This is an optimization exercise on Yosys and OpenROAD, whose aim is small area, a short achievable clock period and few clock cycles, not a production implementation. In this exercise RTL edits were held to simulation tests only and were not proved equivalent to the original.

Design Milestone_1, start of the top module:
module Milestone_1 (
		input logic Clock_50,
		input logic Resetn,
		input logic M1_Start,
		input logic [15:0] SRAM_read_data,
		output logic M1_Finish,
		output logic [15:0] M1_write_data,
		output logic [17:0] M1_address,
		output logic M1_we_n
);
==> flow/config.mk <==
export PLATFORM = sky130hd
export DESIGN_NAME = Milestone_1
export DESIGN_NICKNAME = Milestone_1
export VERILOG_FILES = /design/flow/design.v
export SDC_FILE = /design/flow/constraint.sdc
export NUM_CORES = 4
export LEC_CHECK = 0
export CAP_MARGIN = 20
export CORE_MARGIN = 2
export CORE_UTILIZATION = 40
export PLACE_DENSITY = 0.6
export SLEW_MARGIN = 20
==> flow/constraint.sdc <==
create_clock -name core_clock -period 12.0 [get_ports {Clock_50}]
set_input_delay 2.4000 -clock core_clock [delete_from_list [all_inputs] [get_ports {Clock_50}]]
set_output_delay 2.4000 -clock core_clock [all_outputs]
set_load 0.01 [all_outputs]
standard.sh (not shown) runs the stock make flow with config.mk's settings and CLKGATE_MAP_FILE= SYNTH_SCRIPT=/design/flow/synth_recipe.tcl, a recipe that flattens the netlist after the stock synthesis.
==> flow/flow/run.sh <==
#!/bin/bash
# Standard layout with two changes to how it is made (the clock period and
# constraints stay the design's): timing repair aims for extra setup slack,
# and the port buffers are plain buffers (buf_2) rather than the resizer's
# default pick.
set -euo pipefail
MARGIN=${MARGIN:-9}
bash standard.sh SETUP_SLACK_MARGIN=$MARGIN "BUFFER_PORTS_ARGS=-buffer_cell sky130_fd_sc_hd__buf_2" finish > standard_flow.log 2>&1
Testbench counts at the start, summed over its fixed seeds: cycles 774,760.
Rerun with:
--- a/flow/flow/run.sh
+++ b/flow/flow/run.sh
@@ -7 +7 @@
-MARGIN=${MARGIN:-9}
+MARGIN=${MARGIN:-8}
Effect: Die area is unchanged. Global-route usage drops by 0.99 points. Fmax drops by 1.3%. Via count drops by 4.9%. Clock skew climbs by 0.025 ns. Utilization drops by 5.2 points. Flip-flop and latch count stays the same.
Rerun with:
--- a/flow/flow/run.sh
+++ b/flow/flow/run.sh
@@ -7 +7 @@
-MARGIN=${MARGIN:-8}
+MARGIN=${MARGIN:-8.5}
Outcome: Design area is higher by 3.7%; global-route usage grows by 0.29 points; count of clock-buffer cells in the layout fell by 12; utilization grows by 1.7 points; final cell count went up by 1.2%; routed wire length rises by about 3.4%; worst setup slack improved by 0.062 ns; via count goes up by about 1.7%.
Rerun with:
--- a/flow/flow/run.sh
+++ b/flow/flow/run.sh
@@ -7 +7 @@
-MARGIN=${MARGIN:-8.5}
+MARGIN=${MARGIN:-8}
CTS_BUF_LIST = sky130_fd_sc_hd__clkbuf_4 sky130_fd_sc_hd__clkbuf_8   (was not set)
Effect: Via count decreases slightly. Critical path depth decreases by 2. Area after synthesis does not change. Non-clock buffer count decreases by 40.


Another version of the RTL of Milestone_1 (not shown whole).
Size: about 390 flip-flops, roughly 55 I/O pins, ~25,000 µm² of cells after synthesis.
Settings: LEC_CHECK=0, CAP_MARGIN=20, CORE_MARGIN=2, CORE_UTILIZATION=40, PLACE_DENSITY=0.6, SLEW_MARGIN=20; clock period 12.0 ns.
==> flow/flow/run.sh <==
#!/bin/bash
# Standard layout with two changes to how it is made (the clock period and
# constraints stay the design's): timing repair aims for extra setup slack,
# and the port buffers are plain buffers (buf_2) rather than the resizer's
# default pick.
set -euo pipefail
MARGIN=${MARGIN:-8.35}
bash standard.sh SETUP_SLACK_MARGIN=$MARGIN "BUFFER_PORTS_ARGS=-buffer_cell sky130_fd_sc_hd__buf_2" finish > standard_flow.log 2>&1
The starting point produced a clean layout.
Testbench counts at the start, summed over its fixed seeds: cycles 774,760.
Edit:
--- a/flow/flow/run.sh
+++ b/flow/flow/run.sh
@@ -6,3 +6,3 @@
 set -euo pipefail
-MARGIN=${MARGIN:-8.35}
+MARGIN=${MARGIN:-8.1}
 bash standard.sh SETUP_SLACK_MARGIN=$MARGIN "BUFFER_PORTS_ARGS=-buffer_cell sky130_fd_sc_hd__buf_2" finish > standard_flow.log 2>&1
Outcome: The changed run produced a clean layout. Routed wire length went down by 1.6%. Clock-buffer cell count does not change. Global-route usage decreases by 0.44 points. Maximum frequency shrinks by 1.5%.
Edit:
--- a/flow/flow/run.sh
+++ b/flow/flow/run.sh
@@ -6,3 +6,3 @@
 set -euo pipefail
-MARGIN=${MARGIN:-8.1}
+MARGIN=${MARGIN:-8.5}
 bash standard.sh SETUP_SLACK_MARGIN=$MARGIN "BUFFER_PORTS_ARGS=-buffer_cell sky130_fd_sc_hd__buf_2" finish > standard_flow.log 2>&1
The new run produced a clean layout.
Count of clock-buffer cells in the layout goes up by 4.
Cell count goes up slightly.
Edit:
--- a/flow/flow/run.sh
+++ b/flow/flow/run.sh
@@ -6,3 +6,3 @@
 set -euo pipefail
-MARGIN=${MARGIN:-8.5}
+MARGIN=${MARGIN:-8.25}
 bash standard.sh SETUP_SLACK_MARGIN=$MARGIN "BUFFER_PORTS_ARGS=-buffer_cell sky130_fd_sc_hd__buf_2" finish > standard_flow.log 2>&1
Settings changed: CORE_UTILIZATION 40 to 55, PLACE_DENSITY 0.6 to 0.7.
Register-to-register slack is about the same. Area after synthesis is unchanged. Worst hold slack improved by 0.0098 ns. Cell count came out lower by 6.5%. Fmax rises by 0.33%. Synthesized cell count stays the same.
Edit:
--- a/flow/flow/run.sh
+++ b/flow/flow/run.sh
@@ -6,3 +6,3 @@
 set -euo pipefail
-MARGIN=${MARGIN:-8.25}
+MARGIN=${MARGIN:-7.75}
 bash standard.sh SETUP_SLACK_MARGIN=$MARGIN "BUFFER_PORTS_ARGS=-buffer_cell sky130_fd_sc_hd__buf_2" finish > standard_flow.log 2>&1
Settings changed: CORE_UTILIZATION 55 to 40, PLACE_DENSITY 0.7 to 0.6.
Effect: Cell area came out lower by about 1.1%; synthesized area does not change; first-iteration DRC count drops by 2.8%; cell count went up by about 5%; routed wire length drops by about 1.3%; critical path depth grows by 1; worst setup slack loses 0.32 ns.


RTL: one of the versions met above, not the one the previous note started from.
Size: about 390 flip-flops, roughly 55 I/O pins, ~0.025 mm^2 of cells after synthesis.
==> flow/config.mk <==
export PLATFORM = sky130hd
export DESIGN_NAME = Milestone_1
export DESIGN_NICKNAME = Milestone_1
export VERILOG_FILES = /design/flow/design.v
export SDC_FILE = /design/flow/constraint.sdc
export NUM_CORES = 4
export LEC_CHECK = 0
export CAP_MARGIN = 20
export CORE_MARGIN = 2
export CORE_UTILIZATION = 60
export PLACE_DENSITY = 0.75
export SLEW_MARGIN = 20
==> flow/constraint.sdc <==
create_clock -name core_clock -period 12.0 [get_ports {Clock_50}]
set_input_delay 2.4000 -clock core_clock [delete_from_list [all_inputs] [get_ports {Clock_50}]]
set_output_delay 2.4000 -clock core_clock [all_outputs]
set_load 0.01 [all_outputs]
==> flow/flow/run.sh <==
#!/bin/bash
# Standard layout with two changes to how it is made (the clock period and
# constraints stay the design's): timing repair aims for extra setup slack,
# and the port buffers are plain buffers (buf_2) rather than the resizer's
# default pick.
set -euo pipefail
MARGIN=${MARGIN:-8}
bash standard.sh SETUP_SLACK_MARGIN=$MARGIN "BUFFER_PORTS_ARGS=-buffer_cell sky130_fd_sc_hd__buf_2" finish > standard_flow.log 2>&1
The first run produced a clean layout.
Testbench counts at the start, summed over its fixed seeds: cycles 774,760.
Edit:
--- a/flow/config.mk
+++ b/flow/config.mk
@@ -8,5 +8,7 @@
 export CAP_MARGIN = 20
 export CORE_MARGIN = 2
-export CORE_UTILIZATION = 60
-export PLACE_DENSITY = 0.75
+export CORE_UTILIZATION = 40
+export CTS_BUF_LIST = sky130_fd_sc_hd__clkbuf_8
+export CTS_CLUSTER_SIZE = 30
+export PLACE_DENSITY = 0.6
 export SLEW_MARGIN = 20
What happened:
- count of clock-buffer cells in the layout goes up by 22
- routed wire length goes up by 5.2%
- clock skew goes up by 30 ps
- non-clock buffer count goes up by 18
- design area goes up by 1.7%


== run 1 ==
Milestone_1, a different RTL version from the one above (not shown whole).
Size: roughly 2200 cells after synthesis, roughly 350 flip-flops, about 24000 um2 of cells after synthesis.
==> flow/design.v (excerpt) <==
module Milestone_1 (
		input logic Clock_50,
		input logic Resetn,
		input logic M1_Start,
		input logic [15:0] SRAM_read_data,
		output logic M1_Finish,
		output logic [15:0] M1_write_data,
		output logic [17:0] M1_address,
		output logic M1_we_n
);
clock: 12.0 ns
lec_check: 0
cap_margin: 20
core_margin: 2
core_utilization: 60
place_density: 0.75
slew_margin: 20
==> flow/flow/run.sh <==
#!/bin/bash
# Standard layout, but with timing repair aiming for extra setup slack
# (the clock period and constraints stay the design's).
set -euo pipefail
MARGIN=${MARGIN:-8}
bash standard.sh SETUP_SLACK_MARGIN=$MARGIN finish > standard_flow.log 2>&1
Run 1 did not stop at any stage, and its layout met the timing, design-rule and antenna checks.
Testbench counts of run 1, summed over its fixed seeds: cycles 773,792.
[inputs] run 2 vs run 1
# run 1
export LEC_CHECK = 0
export CAP_MARGIN = 20
export CORE_MARGIN = 2
export CORE_UTILIZATION = 60
export PLACE_DENSITY = 0.75
export SLEW_MARGIN = 20
create_clock -name core_clock -period 12.0 [get_ports {Clock_50}]
# run 2
export LEC_CHECK = 0
export CAP_MARGIN = 20
export CORE_MARGIN = 2
export CORE_UTILIZATION = 40
export PLACE_DENSITY = 0.6
export SLEW_MARGIN = 20
create_clock -name core_clock -period 12.0 [get_ports {Clock_50}]
==> comparison <==
Compared with run 1, in run 2 final instance area rose about 1.3%, layout overhead on the synthesized area now sits higher, largest net degree at the start of global routing now larger.
Here is what was changed in the inputs of run 3 compared with run 2.
# run 2
export LEC_CHECK = 0
export CAP_MARGIN = 20
export CORE_MARGIN = 2
export CORE_UTILIZATION = 40
export PLACE_DENSITY = 0.6
export SLEW_MARGIN = 20
create_clock -name core_clock -period 12.0 [get_ports {Clock_50}]
# run 3
export LEC_CHECK = 0
export ABC_CLOCK_PERIOD_IN_PS = 4000
export CAP_MARGIN = 20
export CORE_MARGIN = 2
export CORE_UTILIZATION = 40
export PLACE_DENSITY = 0.6
export SLEW_MARGIN = 20
create_clock -name core_clock -period 12.0 [get_ports {Clock_50}]
Findings:
Run 2 -> run 3: critical path depth delta 0, exact match
Run 2 -> run 3: via count of the first global-routing pass delta 0, exact match
Diff run 3..run 2 | total track usage | unchanged
Status: final cycle utilization of the critical path parity (run 3, run 2)
Changes observed in run 3 relative to run 2: share of the final layout cell area in sequential cells now sits at about the same level; number of ordinary inverters in the final layout now sits at about the same level; number of register bits inferred by synthesis now sits at about the same level; maximum frequency from static timing analysis now sits at about the same level.

## static timing again, ports no longer ideal
The flow's constraints put no driver on any port. The routed layouts listed below were extracted and timed again, unchanged, in two steps.
Step 1 sets driving cells, clkbuf_16 on the clock port and buf_2 on the other inputs (assumed; they add their load-dependent delay and slew).
Step 2 times the ports against the registers' clock, not the clock port: input delays grow and output delays shrink by t, the midpoint of the rising clock arrivals with the driver on.
a / b / c = ideal ports / drivers / drivers and shift; a / b = the first two.
run	t (ns)	setup slack, ns	worst hold slack (ns)	worst setup path at the end
the first run of note 1	0.639	8.165 / 8.165 / 8.165	0.330 / 0.330 / 0.330	register to register
the second run of note 1	0.633	8.116 / 8.116 / 8.116	0.328 / 0.328 / 0.328	register to register
the third run of note 1	0.650	8.178 / 8.178 / 8.178	0.329 / 0.329 / 0.329	register to register
the fourth run of note 1	0.706	8.076 / 8.076 / 8.076	0.326 / 0.326 / 0.326	register to register
the first run of note 2	0.643	8.269 / 8.269 / 8.168	0.324 / 0.324 / 0.324	input to register
the second run of note 2	0.629	8.212 / 8.212 / 8.212	0.330 / 0.330 / 0.330	register to register
the third run of note 2	0.631	8.277 / 8.277 / 8.277	0.326 / 0.326 / 0.326	register to register
the fourth run of note 2	0.619	8.289 / 8.289 / 8.217	0.336 / 0.336 / 0.336	input to register
the fifth run of note 2	0.633	7.974 / 7.974 / 7.974	0.336 / 0.336 / 0.336	register to register
the first run of note 3	0.623	7.992 / 7.992 / 7.992	0.326 / 0.326 / 0.326	register to register
the second run of note 3	0.704	8.038 / 8.038 / 8.038	0.325 / 0.325 / 0.325	register to register
run 1	0.617	7.441 / 7.441 / 7.441	0.360 / 0.360 / 0.360	register to register
run 2	0.628	7.387 / 7.387 / 7.387	0.347 / 0.347 / 0.347	register to register
run 3	0.628	7.387 / 7.387 / 7.387	0.347 / 0.347 / 0.347	register to register
After both steps every run listed still meets setup and hold. The setup slack of the first run of note 2, which loses most, moves by 0.000 ns with the drivers and by -0.101 ns with both steps.
